Source: an optimization exercise on an open RTL-to-GDS flow (aim: small area and a short achievable clock period). Production flows keep margins and buffers that such runs may drop. At most, simulation tests tie the RTL to the original design; equivalence was not proved. No functional check of the RTL was part of runs 1, 2, 5 and 6. Power figures rest on the tool's default switching activity, not on a simulated workload.

[flow/standard.sh]
#!/bin/bash
# synth_recipe.tcl (not shown) runs the flow's synth.tcl, then flattens the netlist and writes it again
# the make line also repeats each setting of config.mk as NAME=value (left out here)
make -C /OpenROAD-flow-scripts/flow DESIGN_CONFIG=/design/flow/config.mk WORK_HOME=/design/flow/orfs CLKGATE_MAP_FILE= SYNTH_SCRIPT=/design/flow/synth_recipe.tcl "${@:-finish}"
[flow/constraint.sdc]
create_clock -name core_clock -period 12.0 [get_ports {cclk}]
set_input_delay 2.4000 -clock core_clock [delete_from_list [all_inputs] [get_ports {cclk}]]
set_output_delay 2.4000 -clock core_clock [all_outputs]
set_load 0.01 [all_outputs]
[flow/design.v]
module MIPS(
	input cclk,
	input reset,
	input [31:0] imem_data,
	output [31:0] imem_addr,
	output [31:0] result
    );
	reg  [31:0] pc;
	reg  [31:0] ifid_pc4;           
	reg  [31:0] ifid_inst;          
	reg  [31:0] preA, preB;         
	reg         a_ex, a_mem, a_rf;
	reg         b_ex, b_mem, b_rf, b_imm;
	reg         s_ex, s_mem, s_rf;
	reg         d_R, d_lw, d_sw, d_beq, d_jal, d_jr;    
	reg         k_add, k_sub, k_slt, k_or, k_and;       
	reg         lu_q;               
	reg  [31:0] res_q;              
	reg  [31:0] ex_sdata;           
	reg  [4:0]  ex_dst;             
	reg  [4:0]  ex_rt;              
	reg         ex_rw, ex_m2r, ex_mr, ex_mw, ex_jal;
	reg  [31:0] mem_wd;             
	reg  [4:0]  mem_dst;            
	reg         mem_rw;             
	reg  [31:0] pre31;              
	wire [1023:0] rf_all;           
	wire [1023:0] dm_all;           
	wire [4:0]  rs  = ifid_inst[25:21];
	wire [4:0]  rt  = ifid_inst[20:16];
	wire [4:0]  rd  = ifid_inst[15:11];
	wire [15:0] imm = ifid_inst[15:0];
	wire [31:0] sext = {{16{imm[15]}}, imm};
	wire if_flush = d_beq | d_jal;
	wire hz       = lu_q | if_flush;
	wire [31:0] opA  = ({32{a_ex}} & res_q) | ({32{a_mem}} & mem_wd) | ({32{a_rf}} & preA);
	wire [31:0] opB  = ({32{b_ex}} & res_q) | ({32{b_mem}} & mem_wd) | ({32{b_rf}} & preB) |
	                   ({32{b_imm}} & sext);
	wire [31:0] opS  = ({32{s_ex}} & res_q) | ({32{s_mem}} & mem_wd) | ({32{s_rf}} & preB);
	wire [31:0] sum  = opA + opB;
	wire [32:0] dif  = {1'b0, opA} - {1'b0, opB};
	wire        ltu  = dif[32];
	wire        live  = ~hz & ~reset;
	wire [31:0] res_n = ({32{k_add & live}} & sum) |
	                    ({32{k_sub & live}} & dif[31:0]) |
	                    ({32{k_slt & live}} & {31'd0, ltu}) |
	                    ({32{k_or  & live}} & (opA | opB)) |
	                    ({32{k_and & live}} & (opA & opB));
	wire [31:0] r31    = pre31;
	wire        same   = (preA == preB);
	wire [31:0] pc4    = pc + 32'd4;
	wire [31:0] beq_pc = ifid_pc4 + {sext[29:0], 2'b00};
	wire [31:0] jal_pc = {2'b00, ifid_pc4[31:28], ifid_inst[23:0], 2'b00};
	wire [31:0] pc_nx  = d_jal ? jal_pc :
	                     d_jr  ? r31 :
	                     (d_beq & same) ? beq_pc : pc4;
	wire        ex_rw_n  = ~hz & (d_R | d_lw | d_jr);
	wire [4:0]  ex_dst_n = (~hz & d_R) ? rd : rt;
	reg  [31:0] dsel;
	function [31:0] dm_read(input [31:0] sel, input [1023:0] w);
		reg [31:0] r;
		integer i;
		begin
			r = 32'd0;
			for (i = 0; i < 32; i = i + 1)
				r = r | ({32{sel[i]}} & w[32*i +: 32]);
			dm_read = r;
		end
	endfunction
	wire [31:0] mrd    = dm_read(dsel, dm_all);
	wire        w_jal  = ex_jal & ~reset;
	wire        w_m2r  = ex_m2r & ~ex_jal & ~reset;
	wire        w_alu  = ~ex_m2r & ~ex_jal & ~reset;
	wire [31:0] wd_n   = ({32{w_jal}} & ex_sdata) | ({32{w_m2r}} & mrd) | ({32{w_alu}} & res_q);
	wire [4:0]  mdst_n = ex_jal ? 5'd31 : ex_dst;
	wire [31:0] wen    = {32{mem_rw}} & (32'd1 << mdst_n);
	wire        go     = ~hz;                     
	wire        keep   = lu_q & ~if_flush;        
	wire [31:0] inst_n = if_flush ? 32'd0 : lu_q ? ifid_inst : imem_data;
	wire [4:0]  irs    = imem_data[25:21];
	wire [4:0]  irt    = imem_data[20:16];
	wire [5:0]  iop    = imem_data[31:26];
	wire [5:0]  ifn    = imem_data[5:0];
	function [31:0] rf_init(input [4:0] a);
		case (a)
			5'd2: rf_init = 32'd8;
			5'd4: rf_init = 32'd9;
			5'd5: rf_init = 32'd8;
			5'd6: rf_init = 32'd7;
			5'd7: rf_init = 32'd6;
			default: rf_init = 32'd0;
		endcase
	endfunction
	function [31:0] rf_read2(input [7:0] lo, input [1:0] hb, input [1023:0] w);
		reg [31:0] b0, b1, b2, b3;
		integer i;
		begin
			b0 = 32'd0; b1 = 32'd0; b2 = 32'd0; b3 = 32'd0;
			for (i = 0; i < 8; i = i + 1) begin
				b0 = b0 | ({32{lo[i]}} & w[32*(i)    +: 32]);
				b1 = b1 | ({32{lo[i]}} & w[32*(8+i)  +: 32]);
				b2 = b2 | ({32{lo[i]}} & w[32*(16+i) +: 32]);
				b3 = b3 | ({32{lo[i]}} & w[32*(24+i) +: 32]);
			end
			rf_read2 = hb[1] ? (hb[0] ? b3 : b2) : (hb[0] ? b1 : b0);
		end
	endfunction
	wire [7:0]  loA    = ({8{go}} & (8'd1 << irs[2:0])) | ({8{keep}} & (8'd1 << rs[2:0])) |
	                     {7'd0, if_flush};
	wire [1:0]  hbA    = ({2{go}} & irs[4:3]) | ({2{keep}} & rs[4:3]);
	wire [7:0]  loB    = ({8{go}} & (8'd1 << irt[2:0])) | ({8{keep}} & (8'd1 << rt[2:0])) |
	                     {7'd0, if_flush};
	wire [1:0]  hbB    = ({2{go}} & irt[4:3]) | ({2{keep}} & rt[4:3]);
	wire [31:0] preA_n = rf_read2(loA, hbA, rf_all);
	wire [31:0] preB_n = rf_read2(loB, hbB, rf_all);
	wire        ex_nz    = (ex_dst_n != 5'd0);
	wire        mem_nz   = ex_rw & (mdst_n != 5'd0);
	wire        fa_ex_i  = ex_rw_n & ex_nz & (ex_dst_n == irs);
	wire        fb_ex_i  = ex_rw_n & ex_nz & (ex_dst_n == irt);
	wire        fa_mem_i = mem_nz & (mdst_n == irs);
	wire        fb_mem_i = mem_nz & (mdst_n == irt);
	wire        fa_mem_k = mem_nz & (mdst_n == rs);
	wire        fb_mem_k = mem_nz & (mdst_n == rt);
	wire        fa_ex_n  = go & fa_ex_i;
	wire        fb_ex_n  = go & fb_ex_i;
	wire        fa_mem_n = (go & ~fa_ex_i & fa_mem_i) | (keep & fa_mem_k);
	wire        fb_mem_n = (go & ~fb_ex_i & fb_mem_i) | (keep & fb_mem_k);
	wire        n_R    = go ? (iop == 6'b000000) : keep ? d_R   : 1'b1;
	wire        n_lw   = go ? (iop == 6'b100011) : keep & d_lw;
	wire        n_sw   = go ? (iop == 6'b101011) : keep & d_sw;
	wire        n_beq  = go ? (iop == 6'b000100) : keep & d_beq;
	wire        n_jal  = go ? (iop == 6'b000011) : keep & d_jal;
	wire        n_jr   = go ? (iop == 6'b001100) : keep & d_jr;
	wire [3:0]  nfn    = go ? ifn[3:0] : keep ? imm[3:0] : 4'd0;
	wire        nf_add = (nfn == 4'b0000);
	wire        nf_sub = (nfn == 4'b0010);
	wire        nf_or  = (nfn == 4'b0101);
	wire        nf_slt = (nfn == 4'b1010);
	wire        n_imm  = n_lw | n_sw;
	wire        lu_n   = go & d_lw & ((irs == rt) | (irt == rt));
	always @(posedge cclk or posedge reset) begin
		if (reset) pc <= 32'd0;
		else pc <= pc_nx;
	end
	always @(posedge cclk or posedge reset) begin
		if (reset) ifid_inst[15:11] <= 5'd0;
		else ifid_inst[15:11] <= inst_n[15:11];
	end
	always @(posedge cclk) begin
		ifid_inst[31:16] <= inst_n[31:16];
		ifid_inst[10:0]  <= inst_n[10:0];
	end
	always @(posedge cclk or posedge reset) begin
		if (reset) begin
			d_R    <= 1'b1;
			d_lw   <= 1'b0;
			d_sw   <= 1'b0;
			d_beq  <= 1'b0;
			d_jal  <= 1'b0;
			d_jr   <= 1'b0;
			k_add  <= 1'b1;
			k_sub  <= 1'b0;
			k_slt  <= 1'b0;
			k_or   <= 1'b0;
			k_and  <= 1'b0;
			lu_q   <= 1'b0;
			a_ex   <= 1'b0;
			a_mem  <= 1'b0;
			a_rf   <= 1'b0;
			b_ex   <= 1'b0;
			b_mem  <= 1'b0;
			b_rf   <= 1'b0;
			b_imm  <= 1'b0;
			s_ex   <= 1'b0;
			s_mem  <= 1'b0;
			s_rf   <= 1'b0;
		end else begin
			d_R    <= n_R;
			d_lw   <= n_lw;
			d_sw   <= n_sw;
			d_beq  <= n_beq;
			d_jal  <= n_jal;
			d_jr   <= n_jr;
			k_add  <= ~n_R | nf_add;
			k_sub  <= n_R & nf_sub;
			k_slt  <= n_R & nf_slt;
			k_or   <= n_R & nf_or;
			k_and  <= n_R & ~(nf_add | nf_sub | nf_or | nf_slt);
			lu_q   <= lu_n;
			a_ex   <= fa_ex_n;
			a_mem  <= fa_mem_n;
			a_rf   <= ~fa_ex_n & ~fa_mem_n;
			b_ex   <= ~n_imm & fb_ex_n;
			b_mem  <= ~n_imm & fb_mem_n;
			b_rf   <= ~n_imm & ~fb_ex_n & ~fb_mem_n;
			b_imm  <= n_imm;
			s_ex   <= fb_ex_n;
			s_mem  <= fb_mem_n;
			s_rf   <= ~fb_ex_n & ~fb_mem_n;
		end
	end
	always @(posedge cclk) begin
		preA     <= preA_n;
		preB     <= preB_n;
		ifid_pc4 <= pc4;
	end
	always @(posedge cclk) begin
		res_q <= res_n;
	end
	always @(posedge cclk or posedge reset) begin
		if (reset) begin
			ex_rw  <= 1'b0;
			ex_m2r <= 1'b0;
			ex_mr  <= 1'b0;
			ex_mw  <= 1'b0;
			ex_jal <= 1'b0;
		end else begin
			ex_rw  <= ex_rw_n;
			ex_m2r <= ~hz & (d_lw | d_jr);
			ex_mr  <= ~hz & d_lw;
			ex_mw  <= ~hz & d_sw;
			ex_jal <= d_jal;
		end
	end
	always @(posedge cclk) begin
		ex_sdata <= d_jal ? ifid_pc4 : opS;
		dsel     <= 32'd1 << sum[4:0];
		ex_dst   <= ex_dst_n;
		ex_rt    <= rt;
	end
	genvar g;
	generate
		for (g = 0; g < 32; g = g + 1) begin : DM
			reg [31:0] w;
			wire        de = reset | (ex_mw & dsel[g]);
			wire [31:0] dd = reset ? ((g == 12) ? 32'd30 : 32'd0) : ex_sdata;
			always @(posedge cclk) begin
				if (de) w <= dd;
			end
			assign dm_all[32*g +: 32] = w;
		end
	endgenerate
	always @(posedge cclk) begin
		mem_wd  <= wd_n;
		mem_dst <= mdst_n;
	end
	always @(posedge cclk or posedge reset) begin
		if (reset) begin
			mem_rw <= 1'b0;
		end else begin
			mem_rw <= ex_rw;
		end
	end
	always @(posedge cclk) begin
		pre31 <= rf_all[32*31 +: 32];
	end
	generate
		for (g = 0; g < 32; g = g + 1) begin : RF
			reg [31:0] w;
			wire        de = reset | wen[g];
			wire [31:0] dd = wd_n | ({32{reset}} & rf_init(g));
			always @(posedge cclk) begin
				if (de) w <= dd;
			end
			assign rf_all[32*g +: 32] = w;
		end
	endgenerate
	assign imem_addr = pc;
	assign result    = res_q;
endmodule
[flow/flow/run.sh]
#!/bin/bash
# Own flow: the standard layout (standard.sh, with its unchanged synthesis),
# with two changes to how the layout is made:
#  - the resizer's setup repair aims at a slack margin below the clock period,
#    so that it works on paths well inside the period instead of stopping at it;
#  - the port buffers are plain buffers (buf_4) rather than the delay cell
#    buffer_ports picks by default.
# Each step's full output is in synth.log / layout.log here and in ORFS's own
# per-step logs under orfs/logs.
set -euo pipefail
MARGIN=8
bash standard.sh synth > synth.log 2>&1
bash standard.sh SETUP_SLACK_MARGIN=$MARGIN "BUFFER_PORTS_ARGS=-buffer_cell sky130_fd_sc_hd__buf_4" finish > layout.log 2>&1
[flow/config.mk]
export PLATFORM = sky130hd
export DESIGN_NAME = MIPS
export DESIGN_NICKNAME = MIPS
export VERILOG_FILES = /design/flow/design.v
export SDC_FILE = /design/flow/constraint.sdc
export NUM_CORES = 8
export LEC_CHECK = 0
export CAP_MARGIN = 20
export CELL_PAD_IN_SITES_DETAIL_PLACEMENT = 1
export CORE_MARGIN = 2
export CORE_UTILIZATION = 40
export CTS_CLUSTER_DIAMETER = 80
export CTS_CLUSTER_SIZE = 30
export PLACE_DENSITY = 0.55
export SLEW_MARGIN = 20
==> metrics.yaml, run 1 <==
cts:
  cts_tree: "done"
  htree_levels: 3
  cts.sinks: 2394
  clk_latency_ps: 880
  cts_buffers: 115
  ctsRootBufferMaster: "clkbuf_16"
  clkSlewWorstSetupHoldPaths_ps: 110
  cts_hold_buf: 0
  cts_max_path_buffers: 3
die:
  core_region_area_um2: 246000
  die_h_um: 501
  ioPinCount: 98
  start_util_pct: 40.2
  dieArea_um2: 251000
  row_count: 182
  fp.dieW_um: 501
setup_path:
  r2r_cells: 16
  start_kind: "input pin"
  r2r_start: "a_ex"
  crit_start: "imem_data[16]"
  crit_family: "buffers and inverters"
  critPathMaxStageDelay_ps: 760
  critPathKind: "input pin to register"
  crit_buf_inv: 3
  path_cells: "buf_4, nand2_1, o32ai_4, buf_12, buf_6, a221o_1, a21oi_1, nand3_1, nand3_1, nand2_1"
  crit_fanout: 64
  rrSetupSlack_ps: 7980
  path_depth: 10
  end_kind: "register"
  worstPathArrival_ps: 4960
  required_ps: 12830
  cp_slowest_cell: "buf_6"
sta:
  post-route-period-util_pct: 34.5
  fmax_mhz: 242
  relSlewSlack_pct: 13.7
  finalCriticalPeriod_ps: 4140
  worst_pin_slew_ps: 1290
  setup_ws_ps: 7860
  finalClockSkew_ps: 64.5
  tns_ps: 0
  rsz0062_at_grt: "yes"
  finalSetupViolCount: 0
  hold_ws_ps: 424
  maxSlewViolCount: 0
  final-hold-violation-count: 0
detailed_routing:
  vias: 73200
  dr.pass1.iters: 13
  wl_per_cell_um: 41.3
  drc: 0
  drt_iter0_drc: 11000
  detail-route-antenna-nets: 0
  vias_per_cell: 7.12
  routed_wl_mm: 425
synth:
  syn_inst: 7027
  yosys_warnings: 1
  synth_cell_types: 93
  avgSynthCellArea_um2: 14.1
  synth_area_leaders: "edfxtp_1 (62%), dfxtp_1 (5.7%), a22oi_1 (5.1%)"
  syn_area_um2: 98800
  yosys-top-cells-count: "edfxtp_1 (2,048), a22oi_1 (668), clkbuf_1 (430)"
  yosysTopAreaCell: "edfxtp_1"
  syn_nets: 7190
  ys_seq_elements: 2394
  seq_area_frac_synth_pct: 69.6
  synth_most_common_cell: "edfxtp_1"
  yosys.area.top_type_share_pct: 62.3
  synth_edf_count: 2048
  synth_flop_cell: "edfxtp_1"
  async_flop_share_pct: 2.67
global_route:
  grt_pass1_vias: 73300
  grtUsageTotal_pct: 32.9
  grt_pass1_wl_mm: 583
  grt_max_degree: 129
  overflow: 0
  grt_antenna_before_repair: 26
power_and_ir_drop:
  pwr-share-clk_pct: 23.8
  switchingPower_mw: 7.45
  p_leak_nw: 38.0
  ir_drop_mv: 0.169
  powerDensity_nw_per_um2: 197
  seqPwrFrac_pct: 54.5
  internal-power_mw: 14.2
  switching_share_pct: 34.4
  pwr-share-comb_pct: 21.8
  p_total_mw: 21.7
placed_design:
  dpl.hpwl_mm: 222
  dpl_cell_area_um2: 104000
  dpl.cell_count: 9956
  globalplace.congestion: 0.958
  place_ws_ps: 6560
  placement.io_buffers: 97
finish:
  fillers: 24300
  multi_input_area_um2: 28900
  syn2layout_area_growth_pct: 11.2
  seqCellArea_um2: 68900
  fin_area_um2: 110000
  fin_cells: 10300
  fin_nets: 7118
  final_core_util_pct: 44.7
  drive_gt1_share_pct: 12.5
worst_hold_path:
  worstHoldPathType: "register to register"
  worstHoldStart: "RF[31].w[28]"
  worstHoldPathCells: 0
flow_run:
  cap_violations: 0
status:
  status: "timing/DRC/antenna clean"
-- sequential cells by signal, indices dropped and copies added, names as in the netlist, 5 cells and up --
register	cells
DM.w	1024
RF.w	1024
dsel	32
ex_dst	5
ex_sdata	32
ifid_inst	21
ifid_pc4	32
mem_wd	32
pc	32
pre31	32
preA	32
preB	32
rd	5
res_q	32
-- power by group through the flow --
stage	Clock [mW]	Combinational, mW	Sequential (mW)
after detailed placement	0	4.29	11.9
after CTS	5.15	4.44	11.7
after global routing	5.41	4.91	11.9
after floorplan	0	2.42	11.3
final	5.15	4.71	11.8
after global placement	0	4.21	11.8
-- cells by family after synthesis --
logic type	Yosys count	synth area share (%)
multiplexers	28	0.288
XOR/XNOR	123	1.09
AO/OA/AOI/OAI	2210	17.7
adder cells (fa/ha/maj)	129	1.66
AND/OR/NAND/NOR	1480	7.11
buffers and inverters	663	2.58
flip-flops	2394	69.6
-- cell usage in the layout, fill, tap and decap left out, drive strengths merged, types with 174 or more instances in the layout --
master	synthesis	layout
nand2	392	392
buf	101	330
a22oi	668	668
a221o	262	262
a21oi	306	306
inv	131	174
a221oi	283	283
nor2	288	288
a222oi	192	192
edfxtp	2048	2048
nand3	406	406
dfxtp	282	282
-- timing repair --
item | 4_1_cts | 5_1_grt
gates cloned | 10 | 1
setup endpoints to repair | 1152 | 90
pin swaps | 40 | 46
buffers inserted | 71 | 18
resized for setup | 139 | 89
-- worst reg2reg max path, stage by stage, from the launching register on --
cell      delay [ps]
dfrtp_4          540
buf_8            160
buf_4            140
a222oi_1         320
buf_4            230
inv_1             80
ha_2             400
inv_1             80
o21a_1           210
o31a_1           110
a311o_2          460
a211oi_4         310
o21bai_4         120
a31oi_4          220
mux2_4           330
a22oi_2          110
o21ai_1           90
-- layer usage --
layer / wire length (um) / vias up / GRT usage [%]
li1: - / 28500 / -
met1: 152000 / 37900 / 40.6
met2: 193000 / 5214 / 52.2
met3: 44900 / 1505 / 6.69
met4: 35600 / 14 / 22.3
met5: 92 / - / 0
-- final timing paths --
path / to
hold reg to reg: pre31[28]
max in group asynchronous: ex_jal
setup / recovery: preB[6]
hold / removal: pre31[28]
setup reg to reg: res_q[31]
min in group asynchronous: b_imm
-- cell type report --
type                       count  area share, %
multi-input combinational   3974           26.4
clock inverter                88           1.12
tap                         3220           3.67
sequential                  2394           62.8
antenna                       14         0.0319
inverter                     132          0.496
timing repair buffer         338           2.89
clock buffer                 125           2.68
==> run 2: changes to the inputs <==
--- a/flow/design.v
+++ b/flow/design.v
@@ -23,6 +23,7 @@
 	reg  [31:0] mem_wd;             
 	reg  [4:0]  mem_dst;            
 	reg         mem_rw;             
+	reg         wb_rw;              
 	reg  [31:0] pre31;              
 	wire [1023:0] rf_all;           
 	wire [1023:0] dm_all;           
@@ -91,28 +92,29 @@
 			default: rf_init = 32'd0;
 		endcase
 	endfunction
-	function [31:0] rf_read2(input [7:0] lo, input [1:0] hb, input [1023:0] w);
-		reg [31:0] b0, b1, b2, b3;
-		integer i;
+	function [31:0] rf_read2(input [7:0] lo, input [3:0] hi, input [1023:0] w);
+		reg [31:0] r, b;
+		integer i, j;
 		begin
-			b0 = 32'd0; b1 = 32'd0; b2 = 32'd0; b3 = 32'd0;
-			for (i = 0; i < 8; i = i + 1) begin
-				b0 = b0 | ({32{lo[i]}} & w[32*(i)    +: 32]);
-				b1 = b1 | ({32{lo[i]}} & w[32*(8+i)  +: 32]);
-				b2 = b2 | ({32{lo[i]}} & w[32*(16+i) +: 32]);
-				b3 = b3 | ({32{lo[i]}} & w[32*(24+i) +: 32]);
+			r = 32'd0;
+			for (j = 0; j < 4; j = j + 1) begin
+				b = 32'd0;
+				for (i = 0; i < 8; i = i + 1)
+					b = b | ({32{lo[i]}} & w[32*(8*j+i) +: 32]);
+				r = r | ({32{hi[j]}} & b);
 			end
-			rf_read2 = hb[1] ? (hb[0] ? b3 : b2) : (hb[0] ? b1 : b0);
+			rf_read2 = r;
 		end
 	endfunction
-	wire [7:0]  loA    = ({8{go}} & (8'd1 << irs[2:0])) | ({8{keep}} & (8'd1 << rs[2:0])) |
-	                     {7'd0, if_flush};
-	wire [1:0]  hbA    = ({2{go}} & irs[4:3]) | ({2{keep}} & rs[4:3]);
-	wire [7:0]  loB    = ({8{go}} & (8'd1 << irt[2:0])) | ({8{keep}} & (8'd1 << rt[2:0])) |
-	                     {7'd0, if_flush};
-	wire [1:0]  hbB    = ({2{go}} & irt[4:3]) | ({2{keep}} & rt[4:3]);
-	wire [31:0] preA_n = rf_read2(loA, hbA, rf_all);
-	wire [31:0] preB_n = rf_read2(loB, hbB, rf_all);
+	wire [7:0]  loA    = {8{go}} & (8'd1 << irs[2:0]);
+	wire [3:0]  hiA    = {4{go}} & (4'd1 << irs[4:3]);
+	wire [7:0]  loB    = {8{go}} & (8'd1 << irt[2:0]);
+	wire [3:0]  hiB    = {4{go}} & (4'd1 << irt[4:3]);
+	wire [31:0] r0     = rf_all[31:0];
+	wire [31:0] holdA  = (wb_rw & (mem_dst == rs)) ? mem_wd : preA;
+	wire [31:0] holdB  = (wb_rw & (mem_dst == rt)) ? mem_wd : preB;
+	wire [31:0] preA_n = rf_read2(loA, hiA, rf_all) | ({32{keep}} & holdA) | ({32{if_flush}} & r0);
+	wire [31:0] preB_n = rf_read2(loB, hiB, rf_all) | ({32{keep}} & holdB) | ({32{if_flush}} & r0);
 	wire        ex_nz    = (ex_dst_n != 5'd0);
 	wire        mem_nz   = ex_rw & (mdst_n != 5'd0);
 	wire        fa_ex_i  = ex_rw_n & ex_nz & (ex_dst_n == irs);
@@ -247,8 +249,10 @@
 	always @(posedge cclk or posedge reset) begin
 		if (reset) begin
 			mem_rw <= 1'b0;
+			wb_rw  <= 1'b0;
 		end else begin
 			mem_rw <= ex_rw;
+			wb_rw  <= mem_rw;
 		end
 	end
 	always @(posedge cclk) begin
==> metrics.yaml, run 2 <==
status:
  status: "timing/DRC/antenna clean"
die:
  die_h_um: 504
  start_util_pct: 40.2
  dieArea_um2: 254000
  ioPinCount: 98
  fp.dieW_um: 504
  row_count: 183
  core_region_area_um2: 249000
placed_design:
  globalplace.congestion: 0.971
  dpl.hpwl_mm: 255
  placement.io_buffers: 97
setup_path:
  required_ps: 12680
  start_kind: "input pin"
  r2r_cells: 13
  crit_family: "compound AO/OA/AOI/OAI gates"
  worstPathArrival_ps: 5010
  end_kind: "register"
  rrSetupSlack_ps: 7750
  path_depth: 8
  crit_fanout: 128
  crit_buf_inv: 2
  critPathMaxStageDelay_ps: 700
  cp_slowest_cell: "o211ai_1"
  critPathKind: "input pin to register"
  path_cells: "buf_4, nand2b_2, nor2_4, buf_12, a22oi_2, nand4_1, o211ai_1, nand3_1"
  r2r-end: "res_q[29]"
  r2r_start: "a_ex"
finish:
  final_common_cell: "edfxtp_1"
  fillers: 24700
  layout_common_cells: "edfxtp_1 (2,048), a22oi_1 (1,029), buf_4 (314), nand4_1 (306), a221oi_1 (296)"
  drive_gt1_share_pct: 13.4
  fin_nets: 7289
  syn2layout_area_growth_pct: 12.2
  seqCellArea_um2: 69000
  multi_input_area_um2: 30300
  biggestRegsByFlops: "DM.w: 1024 flops, RF.w: 1024 flops"
power_and_ir_drop:
  p_leak_nw: 38.1
  powerDensity_nw_per_um2: 196
  ir_drop_mv: 0.157
worst_hold_path:
  hold_end: "mem_rw"
  worstHoldPathCells: 0
  worstHoldPathType: "register to register"
  worstHoldStart: "ex_rw"
cts:
  clkSlewWorstSetupHoldPaths_ps: 100
  cts.sinks: 2400
  clk_latency_ps: 860
  cts_buffers: 117
  cts_hold_buf: 0
  htree_levels: 3
  ctsRootBufferMaster: "clkbuf_16"
  cts_tree: "done"
  cts_max_path_buffers: 3
detailed_routing:
  routed_wl_mm: 449
  drt_iter0_drc: 12300
  detail-route-antenna-nets: 0
  wl_per_cell_um: 42.5
  dr.pass1.iters: 10
  vias: 75400
  drc: 0
  vias_per_cell: 7.13
global_route:
  grt_antenna_before_repair: 46
  overflow: 0
  grt_pass1_wl_mm: 600
  grt_max_degree: 129
  grtUsageTotal_pct: 33.4
  grt_pass1_vias: 73200
synth:
  synth_cell_types: 85
  async_flop_share_pct: 2.71
  yosys-top-cells-count: "edfxtp_1 (2,048), a22oi_1 (1,037), clkbuf_1 (444)"
  synth_most_common_cell: "edfxtp_1"
  synth_area_leaders: "edfxtp_1 (61%), a22oi_1 (7.8%), dfxtp_1 (5.7%)"
  seq_area_frac_synth_pct: 68.8
  synth_edf_count: 2048
  syn_area_um2: 100000
  syn_nets: 7286
  yosysTopAreaCell: "edfxtp_1"
  yosys.area.top_type_share_pct: 61.5
  yosys_warnings: 1
  syn_inst: 7123
  avgSynthCellArea_um2: 14.0
  synth_flop_cell: "edfxtp_1"
  ys_seq_elements: 2400
sta:
  relSlewSlack_pct: 13.9
  maxSlewViolCount: 0
  post-route-period-util_pct: 36.0
  fmax_mhz: 231
  finalCriticalPeriod_ps: 4330
  hold_ws_ps: 419
  final-hold-violation-count: 0
  rsz0062_at_grt: "yes"
  finalClockSkew_ps: 55.9
  worst_pin_slew_ps: 1290
  tns_ps: 0
  finalSetupViolCount: 0
flow_run:
  cap_violations: 0
[run 2: changes by cell type after synthesis, moves of 113 or more]
cell	previous run	this run
a22oi_1	668	1037
nand3_1	406	136
a221o_1	261	30
nand4_1	124	306
a21oi_1	305	172
a22o_1	159	272
[run 2: kinds of logic after synthesis]
| kind of cell | count (synthesis) | synth area share [%] |
|---|---|---|
| fa+ha+maj | 129 | 1.64 |
| buf+inv | 664 | 2.51 |
| xor+xnor | 134 | 1.17 |
| simple gates | 1341 | 6.59 |
| mux | 108 | 1.14 |
| compound gates | 2347 | 18.1 |
| flops | 2400 | 68.8 |
[run 2: how the worst max path moves through the flow]
| stage | from | endpoint | slack [ps] |
|---|---|---|---|
| floorplan | ex_jal | RF[0].w[0] | 7640 |
| global placement | imem_data[16] | preB[31] | 6140 |
| detailed placement | imem_data[16] | preB[15] | 6120 |
| CTS | a_ex | res_q[29] | 7720 |
| global route | a_ex | res_q[29] | 7680 |
| finish | imem_data[17] | preB[16] | 7670 |
[run 2: worst reg2reg max path: cells and delay by family, from the launching register on]
family | cells | cell delay (ps)
buffers and inverters | 3 | 630
AOI/OAI and AO/OA | 5 | 1290
adders and majority gates | 1 | 250
DFF | 1 | 480
and+or+nand+nor | 4 | 1460
[run 2: power by group]
group,total (mW),internal [mW],switching [mW]
clock network,5.06,2.08,2.99
registers,11.9,10.6,1.21
logic,5.10,1.61,3.49
[run 2: repair_timing]
action / in CTS / in global routing
buffers inserted: 37 / 45
resized for setup: 170 / 131
setup endpoints to repair: 714 / 61
pin swaps: 37 / 51
hold endpoints to repair: 0 / 0
gates cloned: 9 / 16
[run 2: through the flow]
| step | cell area, um^2 | setup WS, ps | utilization (%) | instances | total power, mW |
|---|---|---|---|---|---|
| 4_1_cts | 111000 | 7720 | 44.6 | 10500 | 21.6 |
| 2_1_floorplan | 100000 | 7640 | - | 7123 | 13.8 |
| 5_1_grt | 112000 | 7680 | 45.1 | 10600 | 22.5 |
| 3_3_place_gp | 105000 | 6140 | 42.4 | 10200 | 16.4 |
| 6_report | 112000 | 7670 | 45.2 | 10600 | 22.0 |
| 3_5_place_dp | 106000 | 6120 | 42.4 | 10200 | 16.5 |
[run 2: layout make-up]
cell class | count | share of cell area (%)
well taps | 3330 | 3.71
clock inverters | 78 | 0.904
flip-flops and latches | 2400 | 61.5
clock buffers | 137 | 2.70
inverters | 134 | 0.466
repair buffers | 413 | 3.73
repair inverters | 1 | 0.00780
multi-input cells | 4059 | 27.0
diodes | 25 | 0.0557
[run 2: metal layers]
layer	track usage [%]	vias to the layer above	wire, um
li1	-	29100	-
met1	42.9	39200	161000
met2	51.9	5649	202000
met3	8.14	1447	54400
met4	18.7	42	32100
met5	0	-	268
==> run 3: changes to the inputs <==
--- a/flow/design.v
+++ b/flow/design.v
@@ -23,8 +23,8 @@
 	reg  [31:0] mem_wd;             
 	reg  [4:0]  mem_dst;            
 	reg         mem_rw;             
-	reg         wb_rw;              
 	reg  [31:0] pre31;              
+	reg         z;                  
 	wire [1023:0] rf_all;           
 	wire [1023:0] dm_all;           
 	wire [4:0]  rs  = ifid_inst[25:21];
@@ -41,7 +41,7 @@
 	wire [31:0] sum  = opA + opB;
 	wire [32:0] dif  = {1'b0, opA} - {1'b0, opB};
 	wire        ltu  = dif[32];
-	wire        live  = ~hz & ~reset;
+	wire        live  = ~hz;
 	wire [31:0] res_n = ({32{k_add & live}} & sum) |
 	                    ({32{k_sub & live}} & dif[31:0]) |
 	                    ({32{k_slt & live}} & {31'd0, ltu}) |
@@ -69,9 +69,9 @@
 		end
 	endfunction
 	wire [31:0] mrd    = dm_read(dsel, dm_all);
-	wire        w_jal  = ex_jal & ~reset;
-	wire        w_m2r  = ex_m2r & ~ex_jal & ~reset;
-	wire        w_alu  = ~ex_m2r & ~ex_jal & ~reset;
+	wire        w_jal  = ex_jal & ~z;
+	wire        w_m2r  = ex_m2r & ~ex_jal & ~z;
+	wire        w_alu  = ~ex_m2r & ~ex_jal & ~z;
 	wire [31:0] wd_n   = ({32{w_jal}} & ex_sdata) | ({32{w_m2r}} & mrd) | ({32{w_alu}} & res_q);
 	wire [4:0]  mdst_n = ex_jal ? 5'd31 : ex_dst;
 	wire [31:0] wen    = {32{mem_rw}} & (32'd1 << mdst_n);
@@ -106,15 +106,20 @@
 			rf_read2 = r;
 		end
 	endfunction
-	wire [7:0]  loA    = {8{go}} & (8'd1 << irs[2:0]);
-	wire [3:0]  hiA    = {4{go}} & (4'd1 << irs[4:3]);
-	wire [7:0]  loB    = {8{go}} & (8'd1 << irt[2:0]);
-	wire [3:0]  hiB    = {4{go}} & (4'd1 << irt[4:3]);
-	wire [31:0] r0     = rf_all[31:0];
-	wire [31:0] holdA  = (wb_rw & (mem_dst == rs)) ? mem_wd : preA;
-	wire [31:0] holdB  = (wb_rw & (mem_dst == rt)) ? mem_wd : preB;
-	wire [31:0] preA_n = rf_read2(loA, hiA, rf_all) | ({32{keep}} & holdA) | ({32{if_flush}} & r0);
-	wire [31:0] preB_n = rf_read2(loB, hiB, rf_all) | ({32{keep}} & holdB) | ({32{if_flush}} & r0);
+	wire        gz     = go & ~z;
+	wire        kz     = keep & ~z;
+	wire [7:0]  loA    = ({8{gz}} & (8'd1 << irs[2:0])) | ({8{kz}} & (8'd1 << rs[2:0])) |
+	                     {7'd0, if_flush & ~z};
+	wire [3:0]  hiA    = ({4{gz}} & (4'd1 << irs[4:3])) | ({4{kz}} & (4'd1 << rs[4:3])) |
+	                     {3'd0, if_flush & ~z};
+	wire [7:0]  loB    = ({8{gz}} & (8'd1 << irt[2:0])) | ({8{kz}} & (8'd1 << rt[2:0])) |
+	                     {7'd0, if_flush & ~z};
+	wire [3:0]  hiB    = ({4{gz}} & (4'd1 << irt[4:3])) | ({4{kz}} & (4'd1 << rt[4:3])) |
+	                     {3'd0, if_flush & ~z};
+	wire [3:0]  iniA   = {4{z}} & rf_init(irs);
+	wire [3:0]  iniB   = {4{z}} & rf_init(irt);
+	wire [31:0] preA_n = rf_read2(loA, hiA, rf_all) | {28'd0, iniA};
+	wire [31:0] preB_n = rf_read2(loB, hiB, rf_all) | {28'd0, iniB};
 	wire        ex_nz    = (ex_dst_n != 5'd0);
 	wire        mem_nz   = ex_rw & (mdst_n != 5'd0);
 	wire        fa_ex_i  = ex_rw_n & ex_nz & (ex_dst_n == irs);
@@ -206,17 +211,16 @@
 		preB     <= preB_n;
 		ifid_pc4 <= pc4;
 	end
-	always @(posedge cclk) begin
-		res_q <= res_n;
-	end
 	always @(posedge cclk or posedge reset) begin
 		if (reset) begin
+			res_q  <= 32'd0;
 			ex_rw  <= 1'b0;
 			ex_m2r <= 1'b0;
 			ex_mr  <= 1'b0;
 			ex_mw  <= 1'b0;
 			ex_jal <= 1'b0;
 		end else begin
+			res_q  <= res_n;
 			ex_rw  <= ex_rw_n;
 			ex_m2r <= ~hz & (d_lw | d_jr);
 			ex_mr  <= ~hz & d_lw;
@@ -234,8 +238,8 @@
 	generate
 		for (g = 0; g < 32; g = g + 1) begin : DM
 			reg [31:0] w;
-			wire        de = reset | (ex_mw & dsel[g]);
-			wire [31:0] dd = reset ? ((g == 12) ? 32'd30 : 32'd0) : ex_sdata;
+			wire        de = z | (ex_mw & dsel[g]);
+			wire [31:0] dd = z ? ((g == 12) ? 32'd30 : 32'd0) : ex_sdata;
 			always @(posedge cclk) begin
 				if (de) w <= dd;
 			end
@@ -249,20 +253,22 @@
 	always @(posedge cclk or posedge reset) begin
 		if (reset) begin
 			mem_rw <= 1'b0;
-			wb_rw  <= 1'b0;
 		end else begin
 			mem_rw <= ex_rw;
-			wb_rw  <= mem_rw;
-		end
-	end
-	always @(posedge cclk) begin
-		pre31 <= rf_all[32*31 +: 32];
+		end
+	end
+	always @(posedge cclk) begin
+		pre31 <= {32{~z}} & rf_all[32*31 +: 32];
+	end
+	always @(posedge cclk or posedge reset) begin
+		if (reset) z <= 1'b1;
+		else z <= 1'b0;
 	end
 	generate
 		for (g = 0; g < 32; g = g + 1) begin : RF
 			reg [31:0] w;
-			wire        de = reset | wen[g];
-			wire [31:0] dd = wd_n | ({32{reset}} & rf_init(g));
+			wire        de = z | wen[g];
+			wire [31:0] dd = wd_n | ({32{z}} & rf_init(g));
 			always @(posedge cclk) begin
 				if (de) w <= dd;
 			end
==> metrics.yaml, run 3 <==
synth:
  yosys_warnings: 1
  seq_area_frac_synth_pct: 69.9
  yosys-top-cells-count: "edfxtp_1 (2,048), a22oi_1 (794), a21oi_1 (423)"
  yosys.area.top_type_share_pct: 62.3
  synthAdderAreaFrac_pct: 1.66
  yosys.area_share.simple_pct: 6.02
  async_flop_share_pct: 4.05
  muxShareOfSynthArea_pct: 0.320
  ys_seq_elements: 2395
  synth_most_common_cell: "edfxtp_1"
  yosysTopAreaCell: "edfxtp_1"
  syn_nets: 7101
  synth_area_leaders: "edfxtp_1 (62%), a22oi_1 (6.0%), dfxtp_1 (5.1%)"
  syn_inst: 6938
  syn_area_um2: 98600
  synth_top_family_by_area: "compound AO/OA/AOI/OAI gates"
  synth-xor-area-share_pct: 1.07
  synth_edf_count: 2048
  synth_cell_types: 90
  avgSynthCellArea_um2: 14.2
  synth_flop_cell: "edfxtp_1"
  synth_compound_area_share_pct: 18.5
setup_path:
  start_kind: "register"
  path_cells: "buf_12, a222oi_1, buf_4, inv_2, ha_4, inv_2, fa_2, nor2b_4, o31ai_4, nand3b_1, a21bo_2, a31o_4, a311o_2, a41oi_4, nor2_1, a211o_1, a221o_1"
  crit_start: "a_ex"
  rrSetupSlack_ps: 7760
  r2r_start: "a_ex"
  required_ps: 12730
  end_kind: "register"
  critPathKind: "register to register"
  crit_fanout: 8
  crit_family: "compound AO/OA/AOI/OAI gates"
  crit_buf_inv: 4
  worstPathArrival_ps: 4970
  path_common_cell: "inv_2"
  cp_slowest_cell: "dfrtp_2"
  critPathMaxStageDelay_ps: 530
power_and_ir_drop:
  switchingPower_mw: 5.46
  seqPwrFrac_pct: 57.3
  switching_share_pct: 29.9
  pwr-share-comb_pct: 14.6
  ir_drop_mv: 0.193
  pwr-share-clk_pct: 28.0
  p_leak_nw: 38.0
  powerDensity_nw_per_um2: 166
  internal-power_mw: 12.8
die:
  start_util_pct: 40.2
  fp.dieW_um: 501
  die_h_um: 501
  row_count: 182
  ioPinCount: 98
  dieArea_um2: 251000
  core_region_area_um2: 245000
placed_design:
  dpl_cell_area_um2: 104000
  placement.io_buffers: 97
  globalplace.congestion: 0.967
  dpl.hpwl_mm: 218
detailed_routing:
  routed_wl_mm: 411
  vias: 71700
  drc: 0
  vias_per_cell: 7.01
  detail-route-antenna-nets: 0
  wl_per_cell_um: 40.2
  dr.pass1.iters: 10
  drt_iter0_drc: 11600
status:
  status: "timing/DRC/antenna clean"
global_route:
  grt_pass1_wl_mm: 561
  grtUsageTotal_pct: 31.6
  grt_pass1_vias: 71000
  overflow: 0
  grt_antenna_before_repair: 15
  grt_max_degree: 129
finish:
  drive_gt1_share_pct: 12.6
  layout_common_cells: "edfxtp_1 (2,048), a22oi_1 (794), a21oi_1 (415), a222oi_1 (318), buf_4 (311)"
  biggestRegsByFlops: "DM.w: 1024 flops, RF.w: 1024 flops"
  fillers: 24300
  syn2layout_area_growth_pct: 11.5
  fin_nets: 7072
  final_common_cell: "edfxtp_1"
  fin_area_um2: 110000
cts:
  cts_hold_buf: 0
  cts.sinks: 2395
  cts_tree: "done"
  cts_max_path_buffers: 3
  clkSlewWorstSetupHoldPaths_ps: 110
  htree_levels: 3
  cts_buffers: 116
  ctsRootBufferMaster: "clkbuf_16"
  clk_latency_ps: 880
sta:
  finalCriticalPeriod_ps: 4240
  worst_pin_slew_ps: 1210
  post-route-period-util_pct: 35.3
  rsz0062_at_grt: "yes"
  tns_ps: 0
  finalClockSkew_ps: 75.2
  finalSetupViolCount: 0
  fmax_mhz: 236
  relSlewSlack_pct: 19.0
  hold_ws_ps: 396
  final-hold-violation-count: 0
  maxSlewViolCount: 0
worst_hold_path:
  worstHoldStart: "ex_rw"
  worstHoldPathType: "register to register"
flow_run:
  cap_violations: 0
-- run 3: changes by cell type after synthesis, moves of 54 or more --
cell      change
nand2_1     -124
o22a_1       +54
a21oi_1     +251
a222oi_1    +231
a221oi_1    -148
o221ai_1     +55
a22oi_1     -243
o211ai_1     -78
a22o_1      -116
a21o_1       +59
nand3_1     +141
nand4_1     -179
-- run 3: worst paths after layout --
| path | to | cells after the start |
|---|---|---|
| max | res_q[26] | 17 |
| min | mem_rw | 0 |
| max reg2reg | res_q[26] | 17 |
| min reg2reg | mem_rw | 0 |
| max in group asynchronous | res_q[30] | 4 |
| min in group asynchronous | pc[27] | 3 |
-- run 3: final cells by class --
type | count | area [um^2] | share of cell area (%)
clock buffers | 142 | 3040 | 2.76
multi-input cells | 3890 | 28800 | 26.2
flip-flops and latches | 2395 | 69100 | 62.8
inverters | 136 | 517 | 0.470
diodes | 5 | 12.5 | 0.0114
well taps | 3220 | 4030 | 3.66
repair buffers | 370 | 3350 | 3.04
clock inverters | 75 | 1170 | 1.06
-- run 3: power by group through the flow --
| stage | Clock, mW | Sequential, mW | Combinational (mW) |
|---|---|---|---|
| 3_5_place_dp | 0 | 10.6 | 2.42 |
| 3_3_place_gp | 0 | 10.6 | 2.38 |
| 5_1_grt | 5.40 | 10.5 | 2.79 |
| 4_1_cts | 5.13 | 10.5 | 2.51 |
| 6_report | 5.13 | 10.5 | 2.67 |
| 2_1_floorplan | 0 | 10.3 | 1.37 |
-- run 3: layer usage --
layer / vias to the layer above / share of wire (%) / GRT usage (%)
met3: 1185 / 9.9 / 5.81
met4: 8 / 6.9 / 17.4
met5: - / 0.014 / 0
met1: 37400 / 36 / 39.5
li1: 28400 / - / -
met2: 4758 / 47 / 51.7
-- run 3: worst reg2reg max path, delay by kind of cell (launching register included) --
kind	cells	cell delay (ps)
compound gates	8	2380
flops	1	530
buf+inv	4	510
fa+ha+maj	2	400
simple gates	3	300
-- run 3: metrics by stage --
stage | utilization (%) | setup slack, ps | cells | power, mW
2_1_floorplan | - | 8000 | 6938 | 11.7
3_3_place_gp | 42.3 | 6240 | 9910 | 13.0
3_5_place_dp | 42.3 | 6180 | 9910 | 13.1
4_1_cts | 44.4 | 7860 | 10200 | 18.1
5_1_grt | 44.8 | 7690 | 10200 | 18.7
6_report | 44.8 | 7760 | 10200 | 18.3
-- run 3: timing repair --
| item | in CTS | in global routing |
|---|---|---|
| setup buffers | 43 | 45 |
| gates resized for setup | 132 | 100 |
| pin swaps | 33 | 53 |
| gates cloned | 6 | 7 |
| endpoints found under the setup margin | 131 | 76 |
-- run 3: logic make-up after synthesis --
family / Yosys count
buf+inv: 655
simple gates: 1203
fa+ha+maj: 129
flops: 2395
xor+xnor: 120
other cells: 1
mux: 31
compound gates: 2404
==> run 4: changes to the inputs <==
--- a/flow/config.mk
+++ b/flow/config.mk
@@ -9,7 +9,7 @@
 export CELL_PAD_IN_SITES_DETAIL_PLACEMENT = 1
 export CORE_MARGIN = 2
 export CORE_UTILIZATION = 40
-export CTS_CLUSTER_DIAMETER = 80
-export CTS_CLUSTER_SIZE = 30
+export CTS_CLUSTER_DIAMETER = 75
+export CTS_CLUSTER_SIZE = 28
 export PLACE_DENSITY = 0.55
 export SLEW_MARGIN = 20
==> metrics.yaml, run 4 <==
power_and_ir_drop:
  ir_drop_mv: 0.166
  switching_share_pct: 29.4
  seqPwrFrac_pct: 56.3
  pwr-share-comb_pct: 14.3
  pwr-share-clk_pct: 29.4
  switchingPower_mw: 5.48
  powerDensity_nw_per_um2: 169
  p_leak_nw: 38.2
  internal-power_mw: 13.1
cts:
  clkSlewWorstSetupHoldPaths_ps: 100
  cts_buffers: 131
  clk_latency_ps: 860
  cts_hold_buf: 0
  cts.sinks: 2395
  cts_max_path_buffers: 3
  htree_levels: 4
  ctsRootBufferMaster: "clkbuf_16"
  cts_tree: "done"
setup_path:
  end_kind: "register"
  r2r_start: "a_ex"
  crit_family: "compound AO/OA/AOI/OAI gates"
  critPathMaxStageDelay_ps: 450
  crit_buf_inv: 2
  path_cells: "buf_12, a222oi_1, inv_1, ha_4, or3_4, nor3_4, o21ai_4, a21oi_4, o41ai_4, o31a_1, o41ai_4, nor2_4, o311ai_4, nand3_1"
  start_kind: "register"
  critPathKind: "register to register"
  crit_fanout: 15
  r2r_cells: 14
  path_common_cell: "o41ai_4"
  worstPathArrival_ps: 4920
  cp_slowest_cell: "dfrtp_2"
  crit_start: "a_ex"
  r2r-end: "res_q[0]"
  required_ps: 12700
  rrSetupSlack_ps: 7780
die:
  row_count: 182
  ioPinCount: 98
  die_h_um: 501
  core_region_area_um2: 245000
  dieArea_um2: 251000
  fp.dieW_um: 501
  start_util_pct: 40.2
finish:
  fin_nets: 7095
  multi_input_area_um2: 28800
  drive_gt1_share_pct: 13.1
  layout_common_cells: "edfxtp_1 (2,048), a22oi_1 (792), a21oi_1 (413), a222oi_1 (318), buf_4 (317)"
  fin_cells: 10300
  biggestRegsByFlops: "DM.w: 1024 flops, RF.w: 1024 flops"
  syn2layout_area_growth_pct: 12.0
  fillers: 24200
  seqCellArea_um2: 69100
  final_common_cell: "edfxtp_1"
synth:
  seq_area_frac_synth_pct: 69.9
  synth_area_leaders: "edfxtp_1 (62%), a22oi_1 (6.0%), dfxtp_1 (5.1%)"
  yosys_warnings: 1
  synth-xor-area-share_pct: 1.07
  yosys-top-cells-count: "edfxtp_1 (2,048), a22oi_1 (794), a21oi_1 (423)"
  ys_seq_elements: 2395
  synthAdderAreaFrac_pct: 1.66
  syn_inst: 6938
  synth_edf_count: 2048
  async_flop_share_pct: 4.05
  synth_top_family_by_area: "compound AO/OA/AOI/OAI gates"
  synth_flop_cell: "edfxtp_1"
  muxShareOfSynthArea_pct: 0.320
  synth_compound_area_share_pct: 18.5
  yosys.area.top_type_share_pct: 62.3
  yosysTopAreaCell: "edfxtp_1"
  syn_nets: 7101
  synth_cell_types: 90
  avgSynthCellArea_um2: 14.2
  syn_area_um2: 98600
  yosys.area_share.simple_pct: 6.02
  synth_most_common_cell: "edfxtp_1"
detailed_routing:
  routed_wl_mm: 412
  vias: 72000
  dr.pass1.iters: 10
  detail-route-antenna-nets: 0
  vias_per_cell: 7.02
  drc: 0
  drt_iter0_drc: 11600
  wl_per_cell_um: 40.2
placed_design:
  globalplace.congestion: 0.967
  placement.io_buffers: 97
  dpl.hpwl_mm: 218
  dpl.cell_count: 9910
sta:
  post-route-period-util_pct: 35.2
  fmax_mhz: 237
  relSlewSlack_pct: 19.7
  maxSlewViolCount: 0
  final-hold-violation-count: 0
  finalClockSkew_ps: 45.0
  worst_pin_slew_ps: 1200
  finalSetupViolCount: 0
  rsz0062_at_grt: "yes"
  tns_ps: 0
  finalCriticalPeriod_ps: 4220
status:
  status: "timing/DRC/antenna clean"
flow_run:
  cap_violations: 0
worst_hold_path:
  worstHoldPathType: "register to register"
  hold_end: "mem_rw"
  worstHoldStart: "ex_rw"
  worstHoldPathCells: 0
global_route:
  grtUsageTotal_pct: 31.6
  grt_max_degree: 129
  grt_antenna_before_repair: 12
  grt_pass1_vias: 71400
  grt_pass1_wl_mm: 562
  overflow: 0
-- run 4: cell types whose count changed in the layout (fill, tap and decap cells not counted), sizes merged --
| cell | delta |
|---|---|
| bufinv | +2 |
| o31ai | +1 |
| inv | +3 |
| clkinv | -5 |
| buf | +6 |
| bufbuf | -1 |
| diode | +2 |
| clkbuf | +16 |
| clkinvlp | +1 |
-- run 4: how the worst max path moves through the flow --
stage               slack (ps)   endpoint  cells after the start
global route              7690   res_q[0]                     14
detailed placement        6180   preB[18]                     11
floorplan                 8000    preA[2]                      9
finish                    7780   res_q[0]                     14
global placement          6240   preB[18]                     11
CTS                       7870  res_q[26]                     17
-- run 4: cells by family after synthesis --
kind of cell	after synthesis
other	1
adders and majority gates	129
xor gates and xnor gates	120
buffers and inverters	655
and+or+nand+nor	1203
AOI/OAI and AO/OA	2404
muxes	31
DFF	2395
-- run 4: per-layer routing --
metal	GRT usage, %	vias up	routed length [um]
met5	0	-	33
met4	17.4	6	28000
met3	5.65	1150	41700
met2	51.6	4955	193000
met1	39.8	37400	149000
li1	-	28400	-
-- run 4: stage by stage --
stage	area [um^2]	power (mW)	hold slack, ps	setup slack (ps)	util [%]
2_1_floorplan	98800	11.7	354	8000	-
3_3_place_gp	104000	13.0	378	6240	42.3
3_5_place_dp	104000	13.1	383	6180	42.3
4_1_cts	109000	18.4	384	7870	44.5
5_1_grt	110000	19.1	397	7690	45.0
6_report	110000	18.6	381	7780	45.0
-- run 4: cell type report --
type                    instances  share of cell area [%]
repair buffers                377                    3.10
diodes                          7                  0.0159
clock inverters                76                   0.991
clock buffers                 156                    3.20
flip-flops and latches       2395                    62.5
well taps                    3220                    3.65
multi-input cells            3891                    26.1
inverters                     136                   0.470
-- run 4: worst register-to-register path, delay by kind of cell (launching register included) --
family	cells	cell delay, ps
AO/OA/AOI/OAI	7	2130
AND/OR/NAND/NOR	4	870
flip-flops	1	450
buffers and inverters	2	340
adder cells (fa/ha/maj)	1	300
-- run 4: power by group through the flow --
stage	sequential, mW	combinational, mW	clock, mW
after floorplan	10.3	1.37	0
after global placement	10.6	2.38	0
after detailed placement	10.6	2.42	0
after CTS	10.5	2.51	5.48
after global routing	10.5	2.78	5.75
final	10.5	2.66	5.48
-- run 4: repair_timing --
item	in CTS	in global routing
resized for setup	132	106
endpoints found under the setup margin	131	85
gates cloned	5	9
pin swaps	34	44
setup buffers	42	52
==> run 5: changes to the inputs <==
--- a/flow/design.v
+++ b/flow/design.v
@@ -211,16 +211,17 @@
 		preB     <= preB_n;
 		ifid_pc4 <= pc4;
 	end
+	always @(posedge cclk) begin
+		res_q <= res_n;
+	end
 	always @(posedge cclk or posedge reset) begin
 		if (reset) begin
-			res_q  <= 32'd0;
 			ex_rw  <= 1'b0;
 			ex_m2r <= 1'b0;
 			ex_mr  <= 1'b0;
 			ex_mw  <= 1'b0;
 			ex_jal <= 1'b0;
 		end else begin
-			res_q  <= res_n;
 			ex_rw  <= ex_rw_n;
 			ex_m2r <= ~hz & (d_lw | d_jr);
 			ex_mr  <= ~hz & d_lw;
@@ -276,5 +277,5 @@
 		end
 	endgenerate
 	assign imem_addr = pc;
-	assign result    = res_q;
+	assign result    = res_q & {32{~z}};
 endmodule
==> metrics.yaml, run 5 <==
finish:
  multi_input_area_um2: 30200
  syn2layout_area_growth_pct: 13.1
  drive_gt1_share_pct: 14.7
  final_common_cell: "edfxtp_1"
  layout_common_cells: "edfxtp_1 (2,048), a22oi_1 (910), buf_4 (320), a21oi_1 (292), nor2_1 (270)"
  fin_nets: 7192
  fin_cells: 10400
  fillers: 24300
  seqCellArea_um2: 68900
  final_core_util_pct: 45.6
  biggestRegsByFlops: "DM.w: 1024 flops, RF.w: 1024 flops"
cts:
  clk_latency_ps: 880
  cts_buffers: 121
  clkSlewWorstSetupHoldPaths_ps: 90
  ctsRootBufferMaster: "clkbuf_16"
  htree_levels: 3
  cts_tree: "done"
  cts.sinks: 2395
  cts_max_path_buffers: 3
sta:
  fmax_mhz: 222
  finalSetupViolCount: 0
  maxSlewViolCount: 0
  rsz0062_at_grt: "yes"
  tns_ps: 0
  relSlewSlack_pct: 22.1
  final-hold-violation-count: 0
  post-route-period-util_pct: 37.6
  worst_pin_slew_ps: 1170
  finalClockSkew_ps: 72.6
  finalCriticalPeriod_ps: 4510
  setup_ws_ps: 7490
placed_design:
  placement.io_buffers: 97
  dpl.cell_count: 10100
  place_ws_ps: 5980
  dpl.hpwl_mm: 229
  globalplace.congestion: 0.975
synth:
  yosys.area.top_type_share_pct: 61.9
  yosys_warnings: 1
  avgSynthCellArea_um2: 14.2
  synth_area_leaders: "edfxtp_1 (62%), a22oi_1 (6.9%), dfxtp_1 (5.7%)"
  ys_seq_elements: 2395
  async_flop_share_pct: 2.71
  synth_flop_cell: "edfxtp_1"
  synth_cell_types: 102
  syn_inst: 6990
  yosys-top-cells-count: "edfxtp_1 (2,048), a22oi_1 (910), clkbuf_1 (386)"
  yosysTopAreaCell: "edfxtp_1"
  seq_area_frac_synth_pct: 69.3
  syn_area_um2: 99300
  synth_edf_count: 2048
  syn_nets: 7153
  synth_most_common_cell: "edfxtp_1"
setup_path:
  endpoint: "result[5]"
  r2r-end: "res_q[31]"
  r2r_cells: 16
  required_ps: 9600
  start_kind: "register"
  crit_family: "flip-flops"
  r2r_start: "a_ex"
  path_depth: 5
  path_cells: "buf_12, buf_12, buf_16, nor2b_1, buf_4"
  worstPathArrival_ps: 2110
  end_kind: "output port"
  critPathKind: "register to output port"
  cp_slowest_cell: "dfstp_4"
  critPathMaxStageDelay_ps: 650
  path_common_cell: "buf_12"
  rrSetupSlack_ps: 7820
  crit_fanout: 7
  crit_buf_inv: 4
  crit_start: "z"
detailed_routing:
  dr.pass1.iters: 8
  drt_iter0_drc: 11300
  detail-route-antenna-nets: 0
  routed_wl_mm: 427
  vias: 73800
  drc: 0
  wl_per_cell_um: 40.9
  vias_per_cell: 7.07
flow_run:
  cap_violations: 0
global_route:
  grtUsageTotal_pct: 32.3
  grt_antenna_before_repair: 14
  grt_pass1_wl_mm: 577
  grt_max_degree: 129
  overflow: 0
  grt_pass1_vias: 72800
die:
  dieArea_um2: 252000
  fp.dieW_um: 502
  start_util_pct: 40.3
  row_count: 182
  ioPinCount: 98
  die_h_um: 502
  core_region_area_um2: 246000
power_and_ir_drop:
  powerDensity_nw_per_um2: 165
  p_total_mw: 18.5
  p_leak_nw: 38.2
  ir_drop_mv: 0.189
status:
  status: "timing/DRC/antenna clean"
worst_hold_path:
  worstHoldPathType: "register to register"
[run 5: cell types whose count changed in the layout (fill, tap and decap cells not counted), sizes merged, moves of 74 or more]
cell / previous run / this run
a21oi: 423 / 306
a22oi: 794 / 910
a222oi: 318 / 190
a31oi: 17 / 91
nand3: 277 / 153
[run 5: through the flow]
| step | instance area (um^2) | hold slack [ps] |
|---|---|---|
| after floorplan | 99900 | 349 |
| after global placement | 105000 | 375 |
| after detailed placement | 105000 | 371 |
| after CTS | 111000 | 411 |
| after global routing | 112000 | 418 |
| final | 112000 | 410 |
[run 5: repair_timing]
item	4_1_cts	5_1_grt
hold endpoints to repair	0	0
cloned	9	13
gates resized for setup	221	120
buffers inserted	84	42
pin swaps	49	64
hold buffers	0	0
endpoints found under the setup margin	163	95
[run 5: final cells by class]
cell class | count | area share, %
flip-flops and latches | 2395 | 61.3
multi-input cells | 3948 | 26.9
repair buffers | 431 | 3.77
well taps | 3312 | 3.69
clock buffers | 134 | 2.79
clock inverters | 86 | 1.12
inverters | 132 | 0.444
diodes | 9 | 0.0200
[run 5: power by group]
| part | internal (mW) | switching, mW |
|---|---|---|
| registers | 9.87 | 0.674 |
| logic | 0.876 | 1.82 |
| clock network | 2.30 | 3.01 |
| total | 13.0 | 5.50 |
[run 5: worst min path at each step]
stage	start	end	slack, ps	cells past startpoint
3_3_place_gp	ex_rw	mem_rw	370	0
3_5_place_dp	ex_rw	mem_rw	370	0
4_1_cts	ex_rw	mem_rw	410	0
2_1_floorplan	d_jal	ex_jal	350	0
5_1_grt	ex_rw	mem_rw	420	0
6_report	ex_rw	mem_rw	410	0
[run 5: per-layer routing]
| metal | up-vias | track usage, % | part of all wire, % |
|---|---|---|---|
| met2 | 5190 | 52.3 | 46 |
| met5 | - | 0 | 0.011 |
| li1 | 28700 | - | - |
| met1 | 38600 | 40.9 | 36 |
| met3 | 1320 | 6.02 | 11 |
| met4 | 8 | 17.7 | 6.6 |
[run 5: logic make-up (layout without fill, tap and decap cells)]
family / Yosys count / in the layout / share of synthesized area, %
flops: 2395 / 2395 / 69.3
compound gates: 2453 / 2455 / 18.8
buf+inv: 649 / 783 / 2.56
simple gates: 1190 / 1190 / 6.08
xor+xnor: 120 / 120 / 1.06
fa+ha+maj: 129 / 129 / 1.65
other cells: 1 / 10 / 0.00378
mux: 53 / 53 / 0.537
==> run 6: changes to the inputs <==
--- a/flow/config.mk
+++ b/flow/config.mk
@@ -8,8 +8,8 @@
 export CAP_MARGIN = 20
 export CELL_PAD_IN_SITES_DETAIL_PLACEMENT = 1
 export CORE_MARGIN = 2
-export CORE_UTILIZATION = 40
+export CORE_UTILIZATION = 35
 export CTS_CLUSTER_DIAMETER = 75
 export CTS_CLUSTER_SIZE = 28
-export PLACE_DENSITY = 0.55
+export PLACE_DENSITY = 0.45
 export SLEW_MARGIN = 20
==> metrics.yaml, run 6 <==
status:
  status: "timing/DRC/antenna clean"
synth:
  synth_flop_cell: "edfxtp_1"
  ys_seq_elements: 2395
  muxShareOfSynthArea_pct: 0.537
  async_flop_share_pct: 2.71
  yosys-top-cells-count: "edfxtp_1 (2,048), a22oi_1 (910), clkbuf_1 (386)"
  synth_most_common_cell: "edfxtp_1"
  syn_inst: 6990
  synth-xor-area-share_pct: 1.06
  synthAdderAreaFrac_pct: 1.65
  synth_top_family_by_area: "compound AO/OA/AOI/OAI gates"
  yosys.area_share.simple_pct: 6.08
  avgSynthCellArea_um2: 14.2
  syn_area_um2: 99300
  yosys.area.top_type_share_pct: 61.9
  syn_nets: 7153
  yosysTopAreaCell: "edfxtp_1"
  seq_area_frac_synth_pct: 69.3
  synth_compound_area_share_pct: 18.8
  synth_cell_types: 102
  synth_area_leaders: "edfxtp_1 (62%), a22oi_1 (6.9%), dfxtp_1 (5.7%)"
  yosys_warnings: 1
  synth_edf_count: 2048
finish:
  final_common_cell: "edfxtp_1"
  biggestRegsByFlops: "DM.w: 1024 flops, RF.w: 1024 flops"
  fin_area_um2: 113000
  fillers: 28300
  fin_nets: 7213
  syn2layout_area_growth_pct: 14.1
  fin_cells: 10900
  layout_common_cells: "edfxtp_1 (2,048), a22oi_1 (910), buf_4 (336), a21oi_1 (295), nor2_1 (268)"
  drive_gt1_share_pct: 15.4
global_route:
  grt_pass1_vias: 71600
  grt_antenna_before_repair: 23
  overflow: 0
  grt_max_degree: 129
  grt_pass1_wl_mm: 606
  grtUsageTotal_pct: 30.1
sta:
  finalClockSkew_ps: 65.3
  hold_ws_ps: 387
  fmax_mhz: 219
  post-route-period-util_pct: 38.0
  relSlewSlack_pct: 15.4
  finalSetupViolCount: 0
  worst_pin_slew_ps: 1270
  final-hold-violation-count: 0
  rsz0062_at_grt: "yes"
  finalCriticalPeriod_ps: 4560
  maxSlewViolCount: 0
  tns_ps: 0
setup_path:
  critPathMaxStageDelay_ps: 670
  crit_buf_inv: 3
  cp_slowest_cell: "dfstp_4"
  path_cells: "buf_12, buf_16, nor2b_4, buf_6"
  crit_fanout: 6
  required_ps: 9600
  crit_family: "flip-flops"
  end_kind: "output port"
  start_kind: "register"
  critPathKind: "register to output port"
  worstPathArrival_ps: 2160
detailed_routing:
  wl_per_cell_um: 41.0
  drt_iter0_drc: 9882
  vias_per_cell: 6.64
  routed_wl_mm: 447
  vias: 72400
  dr.pass1.iters: 10
  drc: 0
  detail-route-antenna-nets: 0
die:
  dieArea_um2: 288000
  ioPinCount: 98
  core_region_area_um2: 282000
  die_h_um: 537
  start_util_pct: 35.2
  row_count: 195
  fp.dieW_um: 537
cts:
  cts_buffers: 145
  cts_max_path_buffers: 4
  htree_levels: 4
  clkSlewWorstSetupHoldPaths_ps: 90
  cts.sinks: 2395
  cts_tree: "done"
  ctsRootBufferMaster: "clkbuf_16"
  clk_latency_ps: 900
placed_design:
  globalplace.congestion: 0.947
  dpl.cell_count: 10500
  dpl_cell_area_um2: 105000
  placement.io_buffers: 97
  dpl.hpwl_mm: 243
power_and_ir_drop:
  ir_drop_mv: 0.108
  p_leak_nw: 38.4
  p_total_mw: 19.0
  powerDensity_nw_per_um2: 168
flow_run:
  cap_violations: 0
worst_hold_path:
  worstHoldPathType: "register to register"
[run 6: logic make-up (layout without fill, tap and decap cells)]
logic type | after synthesis | in the layout
compound gates | 2453 | 2454
flops | 2395 | 2395
simple gates | 1190 | 1191
buf+inv | 649 | 810
fa+ha+maj | 129 | 129
xor+xnor | 120 | 120
mux | 53 | 53
other cells | 1 | 9
[run 6: final timing paths]
check	start	end	slack [ps]	cells past startpoint
setup reg to reg	a_ex	res_q[30]	7710	21
min in group asynchronous	reset	lu_q	1820	3
hold / removal	ex_rw	mem_rw	390	0
max in group asynchronous	reset	b_imm	9460	3
hold reg to reg	ex_rw	mem_rw	390	0
setup / recovery	z	result[27]	7440	4
[run 6: power breakdown]
part | total [mW] | switching (mW) | internal, mW | leakage, nW
Combinational | 2.79 | 1.91 | 0.886 | 11.8
Sequential | 10.5 | 0.625 | 9.87 | 24.2
Clock | 5.75 | 3.19 | 2.57 | 2.38
Total | 19.0 | 5.72 | 13.3 | 38.4
[run 6: layout make-up]
| class | instances | area, um^2 | area share (%) |
|---|---|---|---|
| clock buffers | 152 | 3720 | 3.28 |
| clock inverters | 98 | 1200 | 1.06 |
| flip-flops and latches | 2395 | 68900 | 60.8 |
| inverters | 132 | 502 | 0.443 |
| repair buffers | 428 | 4240 | 3.74 |
| diodes | 8 | 20.0 | 0.0177 |
| well taps | 3743 | 4680 | 4.13 |
| multi-input cells | 3948 | 30000 | 26.5 |
[run 6: per-layer routing]
layer | vias to the layer above | track usage, % | share of wire [%]
li1 | 28800 | - | -
met3 | 908 | 4.26 | 7.6
met1 | 38900 | 38.7 | 39
met2 | 3850 | 50.2 | 48
met4 | 8 | 13.6 | 5.1
met5 | - | 0 | 0.011
[run 6: per-stage QoR]
stage               util [%]  worst slack (ps)
floorplan                  -              7850
global placement        37.3              5770
detailed placement      37.4              5770
CTS                     39.8              7390
global route            40.1              7410
finish                  40.1              7440
[run 6: what timing repair did]
| item | in CTS | in global routing |
|---|---|---|
| gates cloned | 14 | 4 |
| setup endpoints to repair | 144 | 172 |
| resized for setup | 194 | 131 |
| pin swaps | 48 | 61 |
| hold buffers | 0 | 0 |
| setup buffers | 82 | 39 |

[port drivers added, routing unchanged]
In the flow no input, the clock included, has a driving cell. The finished layouts below were timed again as built, in two steps.
Step 1 sets driving cells, clkbuf_16 on the clock port and buf_2 on the other inputs (assumed; they add their load-dependent delay and slew).
Step 2 moves the port delays by t, midway between the first and last clock arrival at a register: inputs arrive t later, outputs are due t later. That takes back most of the time a late clock gives input paths.
a / b / c = ideal / step 1 / step 2; a / b = the first two.
run | t, ns | setup slack, ns | hold slack, ns | worst register clock-pin slew, ns | cell pins on the clock port's net
run 1 | 0.948 | 7.863 / 7.594 / 6.647 | 0.424 / 0.424 / 0.424 | 0.12 / 0.12 | 1
run 2 | 0.943 | 7.675 / 7.749 / 6.812 | 0.419 / 0.419 / 0.419 | 0.12 / 0.12 | 1
run 3 | 0.940 | 7.762 / 7.762 / 6.951 | 0.396 / 0.396 / 0.396 | 0.12 / 0.12 | 1
run 4 | 0.936 | 7.780 / 7.780 / 7.037 | 0.381 / 0.381 / 0.381 | 0.11 / 0.11 | 1
run 5 | 0.943 | 7.489 / 7.389 / 6.913 | 0.410 / 0.410 / 0.410 | 0.12 / 0.12 | 1
run 6 | 0.968 | 7.440 / 7.339 / 6.978 | 0.387 / 0.387 / 0.387 | 0.12 / 0.12 | 1
After both steps every run listed still meets setup and hold. For run 1, which loses most, drivers alone change the setup slack by -0.269 ns; drivers and shift together by -1.216 ns.
